Background: an optimization exercise with open tools, aiming at small area. Do not read the settings as production practice. The RTL was checked by simulation tests, not by an equivalence proof against the original design. The clock input has no modelled driver; a real chip could not lean on it and would need a root buffer or a full tree. Power and IR drop assume default switching activity.

==> flow/design.v <==
module pwmblink(
    input  logic clk,
    input  logic rst,
    output logic RGB_R,
    output logic RGB_B,
    output logic RGB_G
);
    logic [7:0]  s;
    localparam logic [14:0] POL   = 15'h5555;
    localparam logic [14:0] LSEED = 15'h500e;
    localparam logic [14:0] LLAST = 15'h6faa;
    localparam logic [14:0] LMASK = 15'h2aff;    
    logic [14:0] q;
    wire  [14:0] l = q ^ POL;
    logic [5:0]  t;
    logic        f;
    logic [1:0]  m;    
    wire step  = ((l & LMASK) == (LLAST & LMASK)) & s[0];
    wire tlast = &(t | 6'b000100);    
    logic [7:0] sc;   
    logic [5:0] tc;   
    always_comb begin
        sc[0] = 1'b1;
        for (int i = 1; i < 8; i++) sc[i] = sc[i-1] & s[i-1];
        tc[0] = step;
        for (int i = 1; i < 6; i++) tc[i] = tc[i-1] & t[i-1];
    end
    always_ff @(posedge clk) begin
        if (rst) begin
            s <= 8'd0;
            t <= 6'd0;
            f <= 1'b0;
            m <= 2'd0;
        end else begin
            s <= s ^ sc;
            if (step & tlast) begin
                t <= 6'd0;
                f <= ~f;
                if (f) m <= {m[0], ~(m[1] | m[0])};
            end else begin
                t <= t ^ tc;
            end
        end
        if (rst | step) q <= LSEED ^ POL;
        else            q <= {l[13:0], l[14] ^ l[0] ^ s[0]} ^ POL;
    end
    logic [7:0] d;
    logic [6:0] dc;
    always_comb begin
        d[1:0] = t[3:2];
        dc[0] = 1'b0;
        for (int i = 0; i < 6; i++) begin
            logic b;
            b = (i < 2) ? t[i+4] : 1'b0;
            d[i+2]  = t[i] ^ b ^ dc[i];
            dc[i+1] = (t[i] & b) | (t[i] & dc[i]) | (b & dc[i]);
        end
    end
    logic [8:0] lt;
    always_comb begin
        lt[0] = 1'b0;
        for (int i = 0; i < 8; i++) begin
            logic e;
            e = d[i] ^ f;
            lt[i+1] = (~s[i] & e) | (~s[i] & lt[i]) | (e & lt[i]);
        end
    end
    wire r = lt[8];      
    wire u = ~&s;        
    wire X = f ? r : u;
    wire Y = f ? u : r;
    assign RGB_R = m[0] ? 1'b0 : m[1] ? Y : X;
    assign RGB_G = m[1] ? 1'b0 : m[0] ? X : Y;
    assign RGB_B = m[0] ? Y : m[1] ? X : 1'b0;
endmodule
==> flow/config.mk <==
export PLATFORM = sky130hd
export DESIGN_NAME = pwmblink
export DESIGN_NICKNAME = pwmblink
export VERILOG_FILES = /design/flow/design.v
export SDC_FILE = /design/flow/constraint.sdc
export NUM_CORES = 4
export LEC_CHECK = 0
export CAP_MARGIN = 20
export CORE_AREA = 2 2 62 62
export DIE_AREA = 0 0 64 64
export GPL_TIMING_DRIVEN = 0
export SLEW_MARGIN = 20
==> flow/constraint.sdc <==
create_clock -name core_clock -period 40.0 [get_ports {clk}]
set_input_delay 8.0000 -clock core_clock [delete_from_list [all_inputs] [get_ports {clk}]]
set_output_delay 8.0000 -clock core_clock [all_outputs]
set_load 0.01 [all_outputs]
standard.sh (not shown) runs the stock make flow with config.mk's settings and CLKGATE_MAP_FILE= SYNTH_SCRIPT=/design/flow/synth_recipe.tcl, a recipe that flattens the netlist after the stock synthesis.
==> flow/flow/run.sh <==
#!/bin/bash
# Layout flow: the standard ORFS flow (the standard.sh) with three changes:
#  - synthesis is ORFS's synth through synth_recipe.tcl (so the same registers,
#    -nofsm -noshare, flatten and renames), but without the adder cells and
#    with an area-oriented ABC script: each flow/abc_*.script is tried and the
#    smallest netlist is kept;
#  - the I/O ports get the smallest buffer (buf_1);
#  - the clock "tree" is one inverter pair (flow/one_buf_cts.tcl).
# Each tool's output goes to a log file in this folder.
set -euo pipefail
HERE=$PWD
export ONE_BUF_CELL="sky130_fd_sc_hd__inv_2 sky130_fd_sc_hd__inv_12"

rm -rf "$HERE/myscripts"
cp -r "$FLOW_HOME/scripts" "$HERE/myscripts"
sed -i "s|^log_cmd clock_tree_synthesis .*|source $HERE/flow/one_buf_cts.tcl|" "$HERE/myscripts/cts.tcl"
grep -q one_buf_cts "$HERE/myscripts/cts.tcl"

synth_try() {
  local f=$1 n
  n=$(basename "$f" .script)
  rm -rf "$HERE/sd_$n"
  cp -r "$HERE/myscripts" "$HERE/sd_$n"
  cp "$f" "$HERE/sd_$n/abc_area.script"
  make -C "$FLOW_HOME" DESIGN_CONFIG="$HERE/config.mk" WORK_HOME="$HERE/try_$n" \
    CLKGATE_MAP_FILE= SYNTH_SCRIPT="$HERE/synth_recipe.tcl" \
    SCRIPTS_DIR="$HERE/sd_$n" ABC_AREA=1 ADDER_MAP_FILE= synth \
    > "$HERE/synth_$n.log" 2>&1 || true
}
names=()
running=0
for f in "$HERE"/flow/abc_*.script; do
  names+=("$(basename "$f" .script)")
  synth_try "$f" &
  running=$((running + 1))
  if (( running >= 4 )); then wait -n || true; running=$((running - 1)); fi
done
wait
best=""
best_area=""
for n in "${names[@]}"; do
  rpt="$HERE/try_$n/reports/$FLOW_PLATFORM/pwmblink/base/synth_stat.txt"
  [[ -f "$rpt" && -f "$HERE/try_$n/results/$FLOW_PLATFORM/pwmblink/base/1_synth.odb" ]] || continue
  a=$(awk '/Chip area/ {print $NF}' "$rpt")
  echo "synthesis with $n: area $a" >> "$HERE/synth_choice.log"
  if [[ -z "$best" ]] || awk -v a="$a" -v b="$best_area" 'BEGIN {exit !(a < b)}'; then
    best=$n
    best_area=$a
  fi
done
echo "kept: $best ($best_area)" >> "$HERE/synth_choice.log"
rm -rf "$HERE/orfs"
mv "$HERE/try_$best" "$HERE/orfs"
for n in "${names[@]}"; do rm -rf "$HERE/try_$n" "$HERE/sd_$n"; done

# the rest of the standard flow
bash standard.sh SCRIPTS_DIR="$HERE/myscripts" \
  "BUFFER_PORTS_ARGS=-buffer_cell sky130_fd_sc_hd__buf_1" \
  finish > "$HERE/layout.log" 2>&1
rm -rf "$HERE/myscripts"
==> flow/flow/abc_h1.script <==
strash
&get -n
&st
&deepsyn -T 60 -S 1
&put
&get -n
&st
&dch
&nf -R 1000 -C 32 -F 8 -A 8 -p
&put
strash
&get -n
&st
&deepsyn -T 60 -S 1
&put
&get -n
&st
&dch
&nf -R 1000 -C 32 -F 8 -A 8 -p
&put
topo
==> flow/flow/abc_h5.script <==
strash
&get -n
&st
&deepsyn -T 60 -S 5
&put
&get -n
&st
&dch
&nf -R 1000 -C 32 -F 8 -A 8 -p
&put
strash
&get -n
&st
&deepsyn -T 60 -S 5
&put
&get -n
&st
&dch
&nf -R 1000 -C 32 -F 8 -A 8 -p
&put
topo
==> flow/flow/abc_h6.script <==
strash
&get -n
&st
&deepsyn -T 60 -S 6
&put
&get -n
&st
&dch
&nf -R 1000 -C 32 -F 8 -A 8 -p
&put
strash
&get -n
&st
&deepsyn -T 60 -S 6
&put
&get -n
&st
&dch
&nf -R 1000 -C 32 -F 8 -A 8 -p
&put
topo
Other scripts of this flow, unchanged in this note and not shown: flow/flow/abc_a6.script, flow/flow/abc_c4.script, flow/flow/abc_d5.script, flow/flow/abc_f4.script, flow/flow/abc_g1.script, flow/flow/abc_g2.script, flow/flow/abc_g4.script, flow/flow/one_buf_cts.tcl
Edit:
removed: flow/flow/abc_h1.script
removed: flow/flow/abc_h5.script
removed: flow/flow/abc_h6.script
Utilization grows by 0.18 points.
Synthesized cell count grows by 3.8%.
Combinational power hardly moves.
Clock skew hardly moves.
Wire length shrinks by 1.7%.
Die area is unchanged.
No run of this note takes its clock network from TritonCTS; it comes from the design's own scripts or RTL.

[afterwards: timing with drivers on the ports]
How much do the figures lean on ideal ports? The routed layouts below were timed once more, with nothing changed but the port constraints. Step 1, drivers: a clkbuf_16 drives clk and a buf_2 each remaining input, both assumed. Step 2, shift: input delay + t, output delay - t, t = (earliest + latest rising clock arrival at the registers) / 2. This alone moves slack from input paths to output paths. Slacks: ideal ports / drivers / drivers and shift; pairs: ideal ports / drivers.
| run | t, ns | setup WS [ns] | hold WS [ns] | worst setup path at the end | worst slew at a driven data input, ns |
|---|---|---|---|---|---|
| the first run | 0.189 | 29.381 / 29.356 / 29.544 | 0.391 / 0.391 / 0.391 | register to output | 0.03 |
| the second run | 0.191 | 29.525 / 29.499 / 29.690 | 0.393 / 0.393 / 0.393 | register to output | 0.03 |
After both steps setup and hold are still met in every run listed.
